Context: an optimization exercise on an open-source flow, tuned for small area. The choices shown serve that exercise and are no tape-out recipe.
Only simulation tests tie the RTL to the original design; equivalence was not proved.
Power and IR drop assume default switching activity.

==> v26: inputs <==
Design tero_top, start of the top module:
module tero_top (CLK, RST, MODE, SW, LED, TXD,
                 TERO_COUNT, TERO_OEFF, TERO_CTR, TERO_PRE, RO_SEL);
Settings: LEC_CHECK=0, ABC_AREA=1, CAP_MARGIN=20, CORE_MARGIN=2, CORE_UTILIZATION=70, SLEW_MARGIN=20; clock period 10.0 ns.
standard.sh (not shown) runs the stock make flow with config.mk's settings and CLKGATE_MAP_FILE= SYNTH_SCRIPT=/design/flow/synth_recipe.tcl, a recipe that flattens the netlist after the stock synthesis.
==> flow/flow/run.sh <==
#!/bin/bash
# Own layout flow: the standard layout (standard.sh, unchanged synthesis,
# floorplan, power grid, placement, routing), with two settings changed:
#  - ports are buffered with the smallest buffer (buf_1) instead of the
#    default pick, and
#  - clock tree synthesis uses clkbuf_8 leaf clusters without dummy loads.
set -euo pipefail
export BUFFER_PORTS_ARGS="-buffer_cell sky130_fd_sc_hd__buf_1"
export CTS_ARGS="-sink_clustering_enable -repair_clock_nets -buf_list sky130_fd_sc_hd__clkbuf_8 -sink_clustering_size 18 -sink_clustering_max_diameter 60 -dont_use_dummy_load"
bash standard.sh finish > standard_flow.log 2>&1
==> v20 (differences from v26) <==
--- a/flow/design.v
+++ b/flow/design.v
@@ -284,18 +284,29 @@
     localparam N = 33;
     reg   [7:0] st [0:N-1];
     reg [N-1:0] e;           
     reg [N-1:0] fr;          
     wire        w32  = (wc == 6'd32);
     wire        done = busy & w32 & (bc == 4'd9);
     integer     i;
+    wire        fr0 = e[0] | done | (empty & ~busy);   
+    reg   [8:0] gp;          
     always @(*) begin
-        fr[0] = e[0] | done | (empty & ~busy);    
-        for (i = 1; i < N; i = i + 1)
-            fr[i] = e[i] | fr[i-1];
+        gp[0] = fr0;
+        for (i = 1; i < 9; i = i + 1)
+            gp[i] = gp[i-1] | e[4*i-3] | e[4*i-2] | e[4*i-1] | e[4*i];
+        for (i = 0; i < N; i = i + 1)
+            if (i % 4 == 0)
+                fr[i] = gp[i/4];
+            else if (i % 4 == 1)
+                fr[i] = gp[i/4] | e[i];
+            else if (i % 4 == 2)
+                fr[i] = gp[i/4] | e[i-1] | e[i];
+            else
+                fr[i] = gp[i/4] | e[i-2] | e[i-1] | e[i];
     end
     always @(posedge CLK) begin
         for (i = 0; i < N-1; i = i + 1)
             if (fr[i])
                 st[i] <= st[i+1];
         if (fr[N-1])
             st[N-1] <= wdata;
==> flow/flow/run.sh (replaced) <==
#!/bin/bash
# Own layout flow: the standard layout (standard.sh, unchanged synthesis,
# floorplan, power grid, placement, routing), with these settings changed:
#  - ports are buffered with the smallest buffer (buf_1) instead of the
#    default pick, and
#  - clock tree synthesis uses clkbuf_8 leaf clusters without dummy loads, and
#  - after global routing, gates off the critical paths are downsized
#    (ORFS RECOVER_POWER).
set -euo pipefail
export BUFFER_PORTS_ARGS="-buffer_cell sky130_fd_sc_hd__buf_1"
export CTS_ARGS="-sink_clustering_enable -repair_clock_nets -buf_list sky130_fd_sc_hd__clkbuf_8 -sink_clustering_size 18 -sink_clustering_max_diameter 60 -dont_use_dummy_load"
export RECOVER_POWER=100
bash standard.sh finish > standard_flow.log 2>&1
==> results list <==
- The run finished with no timing, DRC or antenna violations.
- Share of final layout cell area taken by non-clock buffers: under 10%
* Max stage delay cell, worst path: sky130_fd_sc_hd__dfxtp_1
- The number of antenna violations at the first check in global routing is 0.
- Hold Path Sink: st[9][3]
* Max Transition Viols Final: 0
* Die width: approximately 160 um
* Standard cell area after detailed placement: 17,840 um2
* Placer's final routability congestion estimate: a little over 0.9
* Least-Margin Pin Slew: between 0.9 and 1 ns
- The final critical path takes up 80.13% of the cycle.
- Deepest level of the CTS H-tree: 2
- Detailed-router iteration count before antenna repair: 6
* Met3 demand-to-capacity share in global routing: about 3.8%
- Clock group power: between 0.8 and 0.9 mW
- Derived from the worst setup path, the maximum achievable clock frequency is between 100 and 150 MHz.
Source of the figures above: v26

==> results list <==
- The flow ran to the end, but the layout failed its checks.
- The checks that failed: capacitance limit, slew limit.
- Placer's final routability congestion estimate: 0.9001
- Buffers outside the clock tree occupy between 1 and 1.5% of the routed design's cell area.
* Deepest level of the CTS H-tree: 1
- Clock group power: between 0.7 and 0.8 mW
- Share of the cycle needed by the critical path after routing: between 80% and 90%
- After detailed placement, the total cell area comes to approximately 18,000 um2.
* Maximum clock rate: approximately 120 MHz
* Max-capacitance violation count: 2
- Max stage delay cell, worst path: sky130_fd_sc_hd__clkbuf_1
* Sequential share of cell area: between 60% and 70%
* Met3 demand-to-capacity share in global routing: between 3 and 4%
- Max Transition Viols Final: 86
* Number of distinct library cell variants in the gate-level netlist after synthesis: 43
- Die width: approximately 160 um
- Across every metal layer, demand over resource in global routing totals between 20 and 25%.
- For the pin with the worst max-slew slack, the measured transition is around 2.0 ns.
Source of the figures above: v20



==> v23 <==
RTL: one of the versions met above, not the one the previous note started from.
clock: 10.0 ns
lec_check: 0
abc_area: 1
cap_margin: 20
core_margin: 2
core_utilization: 70
slew_margin: 20
==> flow/flow/run.sh <==
#!/bin/bash
# Own layout flow: the standard layout (standard.sh: unchanged synthesis,
# floorplan, power grid, placement, routing), with these changes:
#  - ports are buffered with the smallest buffer (buf_1) instead of the
#    default pick,
#  - clock tree synthesis uses clkbuf_8 leaf clusters without dummy loads, and
#  - after the floorplan, gates that synthesis sized up are put back to drive
#    strength 1 (flow/downsize.tcl); placement's repair_design and the timing
#    repair after CTS size up again where needed.
set -euo pipefail
export BUFFER_PORTS_ARGS="-buffer_cell sky130_fd_sc_hd__buf_1"
export CTS_ARGS="-sink_clustering_enable -repair_clock_nets -buf_list sky130_fd_sc_hd__clkbuf_8 -sink_clustering_size 18 -sink_clustering_max_diameter 60 -dont_use_dummy_load"
bash standard.sh floorplan > standard_floorplan.log 2>&1
RES=$PWD/orfs/results/$FLOW_PLATFORM/tero_top/base openroad -no_init -exit flow/downsize.tcl > downsize.log 2>&1
bash standard.sh finish > standard_flow.log 2>&1
==> flow/flow/downsize.tcl <==
# Swap the combinational cells that synthesis sized up (drive 2, 4, 8) back to
# drive 1 before placement; placement's repair_design and the later timing
# repair size up again wherever slew, capacitance or timing need it.
set P /OpenROAD-flow-scripts/flow/platforms/sky130hd
read_lef $P/lef/sky130_fd_sc_hd.tlef
read_lef $P/lef/sky130_fd_sc_hd_merged.lef
read_liberty $P/lib/sky130_fd_sc_hd__tt_025C_1v80.lib
set R $::env(RES)
read_db $R/2_floorplan.odb
set db [ord::get_db]
set n 0
foreach inst [[[$db getChip] getBlock] getInsts] {
  set m [[$inst getMaster] getName]
  if {[regexp {^(sky130_fd_sc_hd__(nand|nor|and|or|inv|a|o|xor|xnor|mux|maj|buf)[0-9a-z_]*?)_([248])$} $m -> base]} {
    if {[string match "*clkbuf*" $m] || [string match "*dly*" $m]} { continue }
    set nm [$db findMaster ${base}_1]
    if {$nm != "NULL" && $nm != ""} {
      $inst swapMaster $nm
      incr n
    }
  }
}
puts "downsized $n cells"
write_db $R/2_floorplan.odb
==> inputs of v16, as changes to v23 <==
==> flow/flow/run.sh (replaced) <==
#!/bin/bash
# Own layout flow: the standard layout (standard.sh: unchanged synthesis,
# floorplan, power grid, placement, routing), with these changes:
#  - after the floorplan, the combinational logic is re-mapped for area by
#    OpenROAD's restructure and setup-repaired with a margin
#    (flow/restructure.tcl; it maps onto a copy of the liberty file without
#    the platform's don't-use cells, made by flow/filter_lib.py; registers are
#    left as synthesis made them),
#  - ports are buffered with the smallest buffer (buf_1) instead of the
#    default pick, and
#  - clock tree synthesis uses clkbuf_8 leaf clusters without dummy loads.
set -euo pipefail
export BUFFER_PORTS_ARGS="-buffer_cell sky130_fd_sc_hd__buf_1"
export CTS_ARGS="-sink_clustering_enable -repair_clock_nets -buf_list sky130_fd_sc_hd__clkbuf_8 -sink_clustering_size 18 -sink_clustering_max_diameter 60 -dont_use_dummy_load"
bash standard.sh floorplan > standard_floorplan.log 2>&1
python3 flow/filter_lib.py "$FLOW_HOME/platforms/sky130hd/lib/sky130_fd_sc_hd__tt_025C_1v80.lib" restructure.lib > filter_lib.log 2>&1
RMP_LIB=$PWD/restructure.lib RES=$PWD/orfs/results/$FLOW_PLATFORM/tero_top/base \
  openroad -no_init -exit flow/restructure.tcl > restructure.log 2>&1
bash standard.sh finish > standard_flow.log 2>&1
==> flow/flow/filter_lib.py (new file) <==
#!/usr/bin/env python3
"""Write a copy of a liberty file without the cells the platform marks don't-use
(lpflow_*, probe*), for restructure's ABC mapping."""
import re, sys
src, dst = sys.argv[1], sys.argv[2]
t = open(src).read()
out, i = [], 0
pat = re.compile(r'\n(\s*)cell\s*\(\s*"?(\w+)"?\s*\)\s*\{')
while True:
    m = pat.search(t, i)
    if not m:
        out.append(t[i:])
        break
    name = m.group(2)
    if "lpflow" in name or "probe" in name:
        out.append(t[i:m.start()])
        depth, j = 0, m.end() - 1
        while True:
            c = t[j]
            if c == '{':
                depth += 1
            elif c == '}':
                depth -= 1
                if depth == 0:
                    break
            j += 1
        i = j + 1
    else:
        out.append(t[i:m.end()])
        i = m.end()
open(dst, "w").write("".join(out))
==> flow/flow/restructure.tcl (new file) <==
# Area recovery on the synthesized logic before placement: OpenROAD's
# restructure (ABC area mapping of the combinational logic; registers are not
# touched), then setup repair with a margin so that placement and routing
# start from a netlist that meets timing.
set P /OpenROAD-flow-scripts/flow/platforms/sky130hd
read_lef $P/lef/sky130_fd_sc_hd.tlef
read_lef $P/lef/sky130_fd_sc_hd_merged.lef
read_liberty $P/lib/sky130_fd_sc_hd__tt_025C_1v80.lib
set R $::env(RES)
read_db $R/2_floorplan.odb
read_sdc $R/2_floorplan.sdc
source $P/setRC.tcl
set_dont_use {sky130_fd_sc_hd__probe_p_8 sky130_fd_sc_hd__probec_p_8 sky130_fd_sc_hd__lpflow_*}
puts "area before [rsz::design_area]"
report_worst_slack
file mkdir rmp_work
restructure -liberty_file $::env(RMP_LIB) -target area \
  -tielo_port sky130_fd_sc_hd__conb_1/LO -tiehi_port sky130_fd_sc_hd__conb_1/HI \
  -work_dir rmp_work -abc_logfile restructure_abc.log
puts "area after restructure [rsz::design_area]"
report_worst_slack
repair_timing -setup -setup_margin 1.5
puts "area after repair [rsz::design_area]"
report_worst_slack
write_db $R/2_floorplan.odb
removed: flow/flow/downsize.tcl
==> notes.md <==
- In v16 the clock skew is higher than in v23, by 0.024 ns.
- Cell area: v16 is lower than v23 (1.3%).
- Synthesized cell count is the same in v16 and v23.
- In v16 the critical path depth is higher than in v23, by 50.
- In synthesized area, v23 and v16 do not differ.
- In die area, v23 and v16 do not differ.
- Against v16, the worst setup slack of v23 is better by 0.48 ns.
==> figures <==
quantity                                                           v16             v23
Setup slack, reg-to-reg                                        0.99 ns         1.48 ns
Sum of buffers and inverters on the critical path                   34               2
CP startpoint                                                    wc[4]           wc[0]
Last element of the critical path                            st[32][1]       st[32][4]
Status                                                  finished clean  finished clean
Portion of total power attributed to the clock network           16.1%           14.4%
Via count of the routed design                                  10,300           9,580
All-layer global routing usage                                   23.2%           22.3%
M2 GR Usage                                                      37.4%           37.6%
Met2 layer wire length in the routed design                  13,600 µm       13,400 µm
Critical R2R Launch                                              wc[4]           wc[0]
HPWL Detailed                                                20,800 µm       20,500 µm
Net switching power                                            1.58 mW         1.71 mW
Area of all placed cells without fillers                    17,800 µm²      18,000 µm²
Largest net degree at the start of global routing                   58              49

==> afterwards: timing with drivers on the ports <==
Ports are ideal in the flow. The routed layouts listed here were re-timed in OpenROAD.
Step 1, drivers: a clkbuf_16 drives CLK and a buf_2 each remaining input, both assumed.
Step 2 also shifts input and output timing later by t, the mid clock arrival at the registers, as if the neighbouring blocks saw the same clock.
Slacks: no drivers / after step 1 / after step 2; pairs: no drivers / after step 1.
| run | t, ns | slack for setup (ns) | cell pins on the clock port's net |
|---|---|---|---|
| v26 | 0.566 | 1.987 / 1.987 / 1.987 | 1 |
| v20 | 0.615 | 1.580 / 1.580 / 1.580 | 1 |
| v23 | 0.639 | 1.476 / 1.476 / 1.476 | 1 |
| v16 | 0.571 | 0.994 / 0.994 / 0.994 | 1 |
